Background: an optimization exercise with open tools, aiming at small area. Do not read the settings as production practice.
RTL that was checked went through simulation tests only; none was proved equivalent to the original.
The clock port is modelled as an ideal driver, which makes a skipped or thinned clock tree look cheaper than it is; a real chip needs a root buffer or a tree.
No activity file was given, so power comes from the tool's default toggle rates.

==> run Z <==
==> flow/design.v <==
`timescale 1ns / 1ps
module full_bridge_controller
    (
    input wire i_clk,
    input wire [10:0] i_signed_val,
    input wire i_reset,
    output wire o_TrPL,
    output wire o_TrNL,
    output wire o_TrPR,
    output wire o_TrNR
    );
    localparam [12:0] DC_END = 13'b0_0010_1000_0000;
    reg [9:0]  r;
    reg        ncp, nc;
    reg        noo;      
    reg        act, sgn, ne;    
    reg [12:0] dc;
    wire       s     = i_signed_val[10];
    wire [9:0] nduty = ~(i_signed_val[9:0] ^ {10{s}});
    wire       done  = ~dc[2] & ~dc[3] & ~dc[4] & ~dc[5] & ~dc[6] & dc[7]
                     & ~dc[8] & dc[9] & ~dc[10] & ~dc[11];
    wire       e     = ~ne;
    wire       oo    = ~noo;
    wire       nl    = e & sgn;
    wire       nr    = e & ~sgn;
    wire [10:0] b;
    wire [10:0] t;
    assign b[0] = 1'b0;
    assign t[0] = 1'b1;
    genvar i;
    generate
        for (i = 0; i < 10; i = i + 1) begin : g_bit
            assign b[i+1] = (nduty[i] & r[i]) | (nduty[i] & b[i]) | (r[i] & b[i]);
            assign t[i+1] = t[i] & r[i];
        end
    endgenerate
    wire [9:0] rinc = (r ^ t[9:0]) | {9'd0, t[10]};
    always @(posedge i_clk) begin
        ncp <= b[10];
        nc  <= ncp;
        sgn <= (act | e) ? sgn : s;
        if (i_reset) begin
            r    <= 10'd3;
            noo  <= 1'b1;
            act  <= 1'b0;
            ne   <= 1'b1;
            dc   <= DC_END;
        end else begin
            r    <= rinc;
            noo  <= ~(e & ~nc);
            act  <= act ? (s == sgn) : done;
            ne   <= ~act;
            dc   <= act ? 13'd0 : {~dc[11:0], dc[2] ^ dc[12]};
        end
    end
    assign o_TrPL = oo & ~sgn;
    assign o_TrPR = oo & sgn;
    assign o_TrNL = nl;
    assign o_TrNR = nr;
endmodule
==> flow/flow/run.sh <==
#!/bin/bash
# Own layout flow: the standard ORFS flow (the standard flow's config.mk and SDC,
# floorplan, PDN, tap cells, placement, routing and fill unchanged) with
# these changes, set in flow/params.sh:
#  - synthesis maps logic with an area-oriented ABC script (flow/area.abc)
#    and leaves adders to ABC instead of extracting half/full adder cells;
#  - port buffers are the smallest buffer, sky130_fd_sc_hd__buf_1;
#  - after CTS, flow/mytree.tcl replaces the clock tree with FLOW_CLK_N
#    buffers (params.sh), each driven by the clock port and driving one
#    cluster of flip-flops.
set -euo pipefail
W=$(pwd)
F=$W/flow
export FLOW_ABC_SCRIPT=$F/area.abc
source $F/params.sh
make -C "$FLOW_HOME" DESIGN_CONFIG=$W/config.mk WORK_HOME=$W/orfs \
  CLKGATE_MAP_FILE= SYNTH_SCRIPT=$F/synth.tcl ADDER_MAP_FILE= \
  BUFFER_PORTS_ARGS="$BUF_ARGS" CTS_ARGS="$CTS" POST_CTS_TCL=$F/mytree.tcl \
  finish > $W/make.log 2>&1
R=$W/orfs/results/$FLOW_PLATFORM/full_bridge_controller/base
: # left out here: write the final layout as DEF
==> flow/flow/area.abc <==
strash
&get -n
&st
&dch
&nf -R 1000
&st
&dch
&nf -R 1000
&put
==> flow/flow/mytree.tcl <==
# Replace the clock tree that CTS built with FLOW_CLK_N buffers of type
# FLOW_CLK_CELL, each driven by the clock port and driving the clock pins of
# one cluster of flip-flops (clusters by k-means on the flip-flops' places).
set block [ord::get_db_block]
set clknet [$block findNet i_clk]
set ncl $::env(FLOW_CLK_N)
set cell $::env(FLOW_CLK_CELL)
# collect the clock sinks, following the tree down from the port
set sinks {}
set bufs {}
set nets {}
set front [list $clknet]
while {[llength $front]} {
  set net [lindex $front 0]; set front [lrange $front 1 end]
  foreach it [$net getITerms] {
    set inst [$it getInst]
    set m [$inst getMaster]
    if {[$m isSequential]} { lappend sinks $it; continue }
    if {![$it isInputSignal]} continue
    lappend bufs $inst
    foreach o [$inst getITerms] {
      if {[$o isOutputSignal] && [$o getNet] ne "NULL"} { lappend front [$o getNet]; lappend nets [$o getNet] }
    }
  }
}
puts "mytree: [llength $sinks] sinks, removing [llength $bufs] clock cells"
foreach it $sinks { $it disconnect }
foreach inst $bufs { odb::dbInst_destroy $inst }
foreach net $nets { odb::dbNet_destroy $net }
# sink places
set pts {}
foreach it $sinks {
  set b [[$it getInst] getBBox]
  lappend pts [list [expr {([$b xMin] + [$b xMax]) / 2.0}] [expr {([$b yMin] + [$b yMax]) / 2.0}]]
}
# k-means, seeded by sinks spread along x
set sorted [lsort -real -index 0 $pts]
set cent {}
for {set k 0} {$k < $ncl} {incr k} {
  lappend cent [lindex $sorted [expr {int(($k + 0.5) * [llength $sorted] / $ncl)}]]
}
for {set iter 0} {$iter < 50} {incr iter} {
  set asg {}
  foreach p $pts {
    set best 0; set bd 1e30
    for {set k 0} {$k < $ncl} {incr k} {
      set c [lindex $cent $k]
      set d [expr {abs([lindex $p 0] - [lindex $c 0]) + abs([lindex $p 1] - [lindex $c 1])}]
      if {$d < $bd} { set bd $d; set best $k }
    }
    lappend asg $best
  }
  set newc {}
  for {set k 0} {$k < $ncl} {incr k} {
    set sx 0; set sy 0; set n 0
    foreach p $pts a $asg { if {$a == $k} { set sx [expr {$sx + [lindex $p 0]}]; set sy [expr {$sy + [lindex $p 1]}]; incr n } }
    if {$n} { lappend newc [list [expr {$sx / $n}] [expr {$sy / $n}]] } else { lappend newc [lindex $cent $k] }
  }
  set cent $newc
}
set master [[ord::get_db] findMaster $cell]
for {set k 0} {$k < $ncl} {incr k} {
  set inst [odb::dbInst_create $block $master "clkbuf_leaf_$k"]
  set net [odb::dbNet_create $block "clknet_leaf_$k"]
  $net setSigType CLOCK
  [$inst findITerm A] connect $clknet
  [$inst findITerm X] connect $net
  set c [lindex $cent $k]
  $inst setLocation [expr {int([lindex $c 0])}] [expr {int([lindex $c 1])}]
  $inst setPlacementStatus PLACED
  set n 0
  foreach it $sinks a $asg { if {$a == $k} { $it connect $net; incr n } }
  puts "mytree: clkbuf_leaf_$k drives $n sinks"
}
detailed_placement
check_placement -verbose
==> flow/flow/params.sh <==
BUF_ARGS="-buffer_cell sky130_fd_sc_hd__buf_1"
CTS="-sink_clustering_enable -repair_clock_nets -dont_use_dummy_load -buf_list sky130_fd_sc_hd__clkbuf_4 -root_buf sky130_fd_sc_hd__clkbuf_4"
export FLOW_CLK_N=1
export FLOW_CLK_CELL=sky130_fd_sc_hd__buf_12
==> flow/flow/synth.tcl <==
# The standard flow's synthesis script, with every ABC call run on flow/area.abc.
proc abc {args} {
  set i [lsearch -exact $args -script]
  if {$i >= 0} {
    set args [lreplace $args $i [expr {$i + 1}] -script $::env(FLOW_ABC_SCRIPT)]
  }
  yosys abc {*}$args
}
source $::env(WORK_HOME)/../synth_recipe.tcl
==> flow/standard.sh <==
#!/bin/bash
# synth_recipe.tcl (not shown) runs the flow's synth.tcl, then flattens the netlist and writes it again
# the make line also repeats each setting of config.mk as NAME=value (left out here)
make -C /OpenROAD-flow-scripts/flow DESIGN_CONFIG=/design/flow/config.mk WORK_HOME=/design/flow/orfs CLKGATE_MAP_FILE= SYNTH_SCRIPT=/design/flow/synth_recipe.tcl "${@:-finish}"
==> flow/config.mk <==
export PLATFORM = sky130hd
export DESIGN_NAME = full_bridge_controller
export DESIGN_NICKNAME = full_bridge_controller
export VERILOG_FILES = /design/flow/design.v
export SDC_FILE = /design/flow/constraint.sdc
export NUM_CORES = 4
export LEC_CHECK = 0
export CAP_MARGIN = 20
export CORE_AREA = 2.3 2.72 58.16 58.16
export DIE_AREA = 0 0 60.46 60.46
export PLACE_DENSITY = 0.9
export SLEW_MARGIN = 20
==> flow/constraint.sdc <==
create_clock -name core_clock -period 10.0 [get_ports {i_clk}]
set_input_delay 2.0000 -clock core_clock [delete_from_list [all_inputs] [get_ports {i_clk}]]
set_output_delay 2.0000 -clock core_clock [all_outputs]
set_load 0.01 [all_outputs]
==> inputs of run X, as changes to run Z <==
--- a/flow/design.v
+++ b/flow/design.v
@@ -13,6 +13,6 @@
     reg [9:0]  r;
     reg        ncp, nc;
-    reg        noo;      
-    reg        act, sgn, ne;    
+    reg        r_pl, r_pr;
+    reg        act, sgn, e;
     reg [12:0] dc;
     wire       s     = i_signed_val[10];
@@ -20,6 +20,4 @@
     wire       done  = ~dc[2] & ~dc[3] & ~dc[4] & ~dc[5] & ~dc[6] & dc[7]
                      & ~dc[8] & dc[9] & ~dc[10] & ~dc[11];
-    wire       e     = ~ne;
-    wire       oo    = ~noo;
     wire       nl    = e & sgn;
     wire       nr    = e & ~sgn;
@@ -39,21 +37,23 @@
         ncp <= b[10];
         nc  <= ncp;
-        sgn <= (act | e) ? sgn : s;
+        sgn <= act ? sgn : s;
         if (i_reset) begin
             r    <= 10'd3;
-            noo  <= 1'b1;
+            r_pl <= 1'b0;
+            r_pr <= 1'b0;
             act  <= 1'b0;
-            ne   <= 1'b1;
+            e    <= 1'b0;
             dc   <= DC_END;
         end else begin
             r    <= rinc;
-            noo  <= ~(e & ~nc);
+            r_pl <= nr & ~nc;
+            r_pr <= nl & ~nc;
             act  <= act ? (s == sgn) : done;
-            ne   <= ~act;
+            e    <= act;
             dc   <= act ? 13'd0 : {~dc[11:0], dc[2] ^ dc[12]};
         end
     end
-    assign o_TrPL = oo & ~sgn;
-    assign o_TrPR = oo & sgn;
+    assign o_TrPL = r_pl;
+    assign o_TrPR = r_pr;
     assign o_TrNL = nl;
     assign o_TrNR = nr;
--- a/flow/flow/run.sh
+++ b/flow/flow/run.sh
@@ -6,7 +6,5 @@
 #    and leaves adders to ABC instead of extracting half/full adder cells;
 #  - port buffers are the smallest buffer, sky130_fd_sc_hd__buf_1;
-#  - after CTS, flow/mytree.tcl replaces the clock tree with FLOW_CLK_N
-#    buffers (params.sh), each driven by the clock port and driving one
-#    cluster of flip-flops.
+#  - CTS uses the buffers in params.sh and inserts no dummy loads.
 set -euo pipefail
 W=$(pwd)
@@ -16,5 +14,5 @@
 make -C "$FLOW_HOME" DESIGN_CONFIG=$W/config.mk WORK_HOME=$W/orfs \
   CLKGATE_MAP_FILE= SYNTH_SCRIPT=$F/synth.tcl ADDER_MAP_FILE= \
-  BUFFER_PORTS_ARGS="$BUF_ARGS" CTS_ARGS="$CTS" POST_CTS_TCL=$F/mytree.tcl \
+  BUFFER_PORTS_ARGS="$BUF_ARGS" CTS_ARGS="$CTS" \
   finish > $W/make.log 2>&1
 R=$W/orfs/results/$FLOW_PLATFORM/full_bridge_controller/base
==> flow/flow/area.abc (replaced) <==
strash
&get -n
&st
&dch
&nf -R 1000
&put
==> flow/flow/params.sh (replaced) <==
BUF_ARGS="-buffer_cell sky130_fd_sc_hd__buf_1"
CTS="-sink_clustering_enable -repair_clock_nets -dont_use_dummy_load -buf_list sky130_fd_sc_hd__clkbuf_4 -root_buf sky130_fd_sc_hd__clkbuf_4"
Settings changed: CORE_AREA 2.3 2.72 58.16 58.16 to default, CORE_MARGIN from default to 2, CORE_UTILIZATION from default to 70, DIE_AREA 0 0 60.46 60.46 to default, PLACE_DENSITY 0.9 to 0.85.
removed: flow/flow/mytree.tcl
==> run notes <==
Standby leakage power: run Z 0.426 nW; run X 0.433 nW
Share of synthesized area occupied by flip-flops and latches: run Z 56.0%; run X 56.9%
Standard cell area after detailed placement: run Z 1170 um2; run X 1150 um2
Number of sinks handled by clock tree synthesis: run Z 29; run X 30
Number of cells after detailed placement: run Z 167; run X 137
Multi-input gate area in the final layout: run Z 460 um2; run X 458 um2
Combinational cell fraction of total power: run Z 10.9%; run X 9.8%
Post-route clock period utilization: run Z 37.9%; run X 34.7%
Clock latency of the later-clocked register in the worst-skew pair: run Z 140 ps; run X 330 ps
Core Region: run Z 3030 um2; run X 1470 um2
Met2 global-route usage: run Z 20.0%; run X 37.9%
Worst path arrival time: run Z 3820 ps; run X 3670 ps
Worst rel slew slack: run Z 47.9%; run X 50.6%
Run status: run Z no timing/DRC/antenna violations; run X no timing/DRC/antenna violations
Synth Area in XOR/XNOR: run Z 9.13%; run X 12.3%
Well-tap cell count: run Z 44; run X 16
Placer's final routability congestion estimate: run Z 0.746; run X 0.813
Routed metal-1 wirelength: run Z 877 um; run X 756 um
Flip-flop and latch power: run Z 0.000129 W; run X 0.000132 W
Reported combinational group power: run Z 0.0000211 W; run X 0.0000208 W
Total chip power: run Z 0.000193 W; run X 0.000212 W
Maximum frequency from static timing analysis: run Z 264 MHz; run X 289 MHz
Crit path largest cell delay: run Z 570 ps; run X 550 ps
No functional check of the RTL was part of run X. The clock cells of run Z come from the design's own scripts or RTL, not from TritonCTS.

---

==> job 1563: inputs <==
RTL: the design.v shown in full above, as it stands there.
Settings: LEC_CHECK=0, CAP_MARGIN=20, CORE_AREA=2.3 2.72 58.16 58.16, DIE_AREA=0 0 60.46 60.46, PLACE_DENSITY=0.9, SLEW_MARGIN=20; clock period 10.0 ns.
standard.sh (not shown) runs the stock make flow with config.mk's settings and CLKGATE_MAP_FILE= SYNTH_SCRIPT=/design/flow/synth_recipe.tcl, a recipe that flattens the netlist after the stock synthesis.
==> flow/flow/run.sh <==
#!/bin/bash
# Own layout flow: the standard ORFS flow (the standard flow's config.mk and SDC,
# floorplan, PDN, tap cells, placement, routing and fill unchanged) with
# these changes, set in flow/params.sh:
#  - synthesis maps logic with an area-oriented ABC script (flow/area.abc)
#    and leaves adders to ABC instead of extracting half/full adder cells;
#  - port buffers are the smallest buffer, sky130_fd_sc_hd__buf_1;
#  - after CTS, flow/mytree.tcl replaces the clock tree with FLOW_CLK_N
#    buffers (params.sh), each driven by the clock port and driving one
#    cluster of flip-flops.
set -euo pipefail
W=$(pwd)
F=$W/flow
export FLOW_ABC_SCRIPT=$F/area.abc
source $F/params.sh
make -C "$FLOW_HOME" DESIGN_CONFIG=$W/config.mk WORK_HOME=$W/orfs \
  CLKGATE_MAP_FILE= SYNTH_SCRIPT=$F/synth.tcl ADDER_MAP_FILE= \
  BUFFER_PORTS_ARGS="$BUF_ARGS" CTS_ARGS="$CTS" POST_CTS_TCL=$F/mytree.tcl \
  finish > $W/make.log 2>&1
R=$W/orfs/results/$FLOW_PLATFORM/full_bridge_controller/base
: # left out here: write the final layout as DEF
==> flow/flow/params.sh <==
BUF_ARGS="-buffer_cell sky130_fd_sc_hd__buf_1"
CTS="-sink_clustering_enable -repair_clock_nets -dont_use_dummy_load -buf_list sky130_fd_sc_hd__clkbuf_4 -root_buf sky130_fd_sc_hd__clkbuf_4"
export FLOW_CLK_N=1
export FLOW_CLK_CELL=sky130_fd_sc_hd__buf_12
Other scripts of this flow, unchanged in this note and not shown: flow/flow/area.abc, flow/flow/mytree.tcl, flow/flow/synth.tcl
==> job 6916 (differences from job 1563) <==
==> flow/design.v, changed modules only <==
module full_bridge_controller
    (
    input wire i_clk,
    input wire [10:0] i_signed_val,
    input wire i_reset,
    output wire o_TrPL,
    output wire o_TrNL,
    output wire o_TrPR,
    output wire o_TrNR
    );
    localparam [12:0] DC_END = 13'b0_0010_1000_0000;
    reg [9:0]  r;
    reg        ncp, nc;
    reg        r_pl, r_pr;
    reg        act, sgn, e;
    reg [12:0] dc;
    wire       s     = i_signed_val[10];
    wire [9:0] nduty = ~(i_signed_val[9:0] ^ {10{s}});
    wire       done  = ~dc[2] & ~dc[3] & ~dc[4] & ~dc[5] & ~dc[6] & dc[7]
                     & ~dc[8] & dc[9] & ~dc[10] & ~dc[11];
    wire       nl    = e & sgn;
    wire       nr    = e & ~sgn;
    wire [10:0] b;
    wire [10:0] t;
    assign b[0] = 1'b0;
    assign t[0] = 1'b1;
    genvar i;
    generate
        for (i = 0; i < 10; i = i + 1) begin : g_bit
            assign b[i+1] = (nduty[i] & r[i]) | (nduty[i] & b[i]) | (r[i] & b[i]);
            assign t[i+1] = t[i] & r[i];
        end
    endgenerate
    wire [9:0] rinc = (r ^ t[9:0]) | {9'd0, t[10]};
    always @(posedge i_clk) begin
        ncp <= b[10];
        nc  <= ncp;
        sgn <= act ? sgn : s;
        if (i_reset) begin
            r    <= 10'd3;
            r_pl <= 1'b0;
            r_pr <= 1'b0;
            act  <= 1'b0;
            e    <= 1'b0;
            dc   <= DC_END;
        end else begin
            r    <= rinc;
            r_pl <= nr & ~nc;
            r_pr <= nl & ~nc;
            act  <= act ? (s == sgn) : done;
            e    <= act;
            dc   <= act ? 13'd0 : {~dc[11:0], dc[2] ^ dc[12]};
        end
    end
    assign o_TrPL = r_pl;
    assign o_TrPR = r_pr;
    assign o_TrNL = nl;
    assign o_TrNR = nr;
endmodule
==> flow/flow/params.sh (replaced) <==
BUF_ARGS="-buffer_cell sky130_fd_sc_hd__buf_1"
CTS="-sink_clustering_enable -repair_clock_nets -dont_use_dummy_load -buf_list sky130_fd_sc_hd__clkbuf_4 -root_buf sky130_fd_sc_hd__clkbuf_4"
export FLOW_CLK_N=1
export FLOW_CLK_CELL=sky130_fd_sc_hd__clkbuf_16
Settings changed: CORE_AREA 2.3 2.72 58.16 58.16 to default, CORE_MARGIN from default to 2, CORE_UTILIZATION from default to 70, DIE_AREA 0 0 60.46 60.46 to default, PLACE_DENSITY 0.9 to 0.85.
==> run notes <==
- Against job 6916, the clock power of job 1563 is lower by 7.3%.
- Between job 1563 and job 6916, the lower routed wire length is in job 1563 (gap 3.5%, measured against job 6916).
- Of job 6916 and job 1563, job 1563 has the higher cell area (gap 1.4%, measured against job 1563).
- The first-iteration DRC count of job 1563 is 2.6 times that of job 6916.
- Against job 6916, the core utilization of job 1563 is lower by 41 points.
- Fmax: job 1563 is smaller than job 6916 (0.92%).
- Job 1563 finished with timing, DRC and antenna clean. Job 6916 completed without violations.
- Of job 1563 and job 6916, job 6916 has the higher total power (gap 3.0%, measured against job 6916).
- Between job 6916 and job 1563, the lower sequential cell count is in job 1563 (gap 1).
- Sequential power is about the same in job 6916 and job 1563.
- Between job 1563 and job 6916, the lower sequential share of layout area is in job 1563 (gap 2.4 points).
==> figures <==
metric                                                                 job 1563        job 6916
Status                                                           finished clean  finished clean
Met1 Track Usage GR                                                      0.1283          0.2527
Half-perimeter wire length after detailed placement                     1275 um         1332 um
Ratio of layout area to synthesized area                                1.1277x         1.0980x
Std-Cell Rows                                                                20              14
Inst Count DP                                                               168             137
Maximum clock rate                                                   0.2743 GHz      0.2769 GHz
Xor/xnor share of the synthesized area                                   0.1324          0.1225
Die width                                                              60.46 um        43.14 um
Detailed route wirelength on metal2                                      737 um          941 um
Overall die height                                                     60.46 um        43.14 um
Clock sink count                                                             29              30
Post-Syn Nets                                                               121             118
Via count of the first global-routing pass                                  729             736
Grt met2 use                                                             0.1817          0.3970
Switching Share                                                          0.2178          0.2142
Cell internal pwr                                                      150.6 uW        156.0 uW
Multi-input combinational area share                                     0.3920          0.3889
Routability congestion estimate from global placement                    0.7299          0.8130
Reported combinational group power                                      21.4 uW         20.9 uW
Number of different library cells in the post-synthesis netlist              22              24
No functional check of the RTL was part of job 6916. In every run of this note, the design's own scripts or RTL, not TritonCTS, make the clock network.

static timing again, ports no longer ideal:
Ports are ideal in the flow. The routed layouts listed here were re-timed in OpenROAD. Step 1 sets driving cells, clkbuf_16 on the clock port and buf_2 on the other inputs (assumed; they add their load-dependent delay and slew). Step 2 adds t to the input delays and takes it off the output delays; t is the mean of the earliest and latest rising clock arrival at the registers after step 1. Input paths then give back, and output paths get back, about the clock's delay inside the block. Slacks: ideal ports / drivers / drivers and shift; pairs: ideal ports / drivers.
| run | t, ns | slack for setup (ns) | latest minus earliest clock arrival (ns) |
|---|---|---|---|
| run Z | 0.164 | 6.208 / 6.208 / 6.044 | 0.004 / 0.004 |
| run X | 0.340 | 6.534 / 6.532 / 6.193 | 0.020 / 0.021 |
| job 1563 | 0.163 | 6.354 / 6.360 / 6.197 | 0.003 / 0.003 |
| job 6916 | 0.190 | 6.388 / 6.393 / 6.204 | 0.003 / 0.003 |
After both steps setup and hold are still met in every run listed. For run X, which loses most, drivers alone change the setup slack by -0.002 ns; drivers and shift together by -0.341 ns.
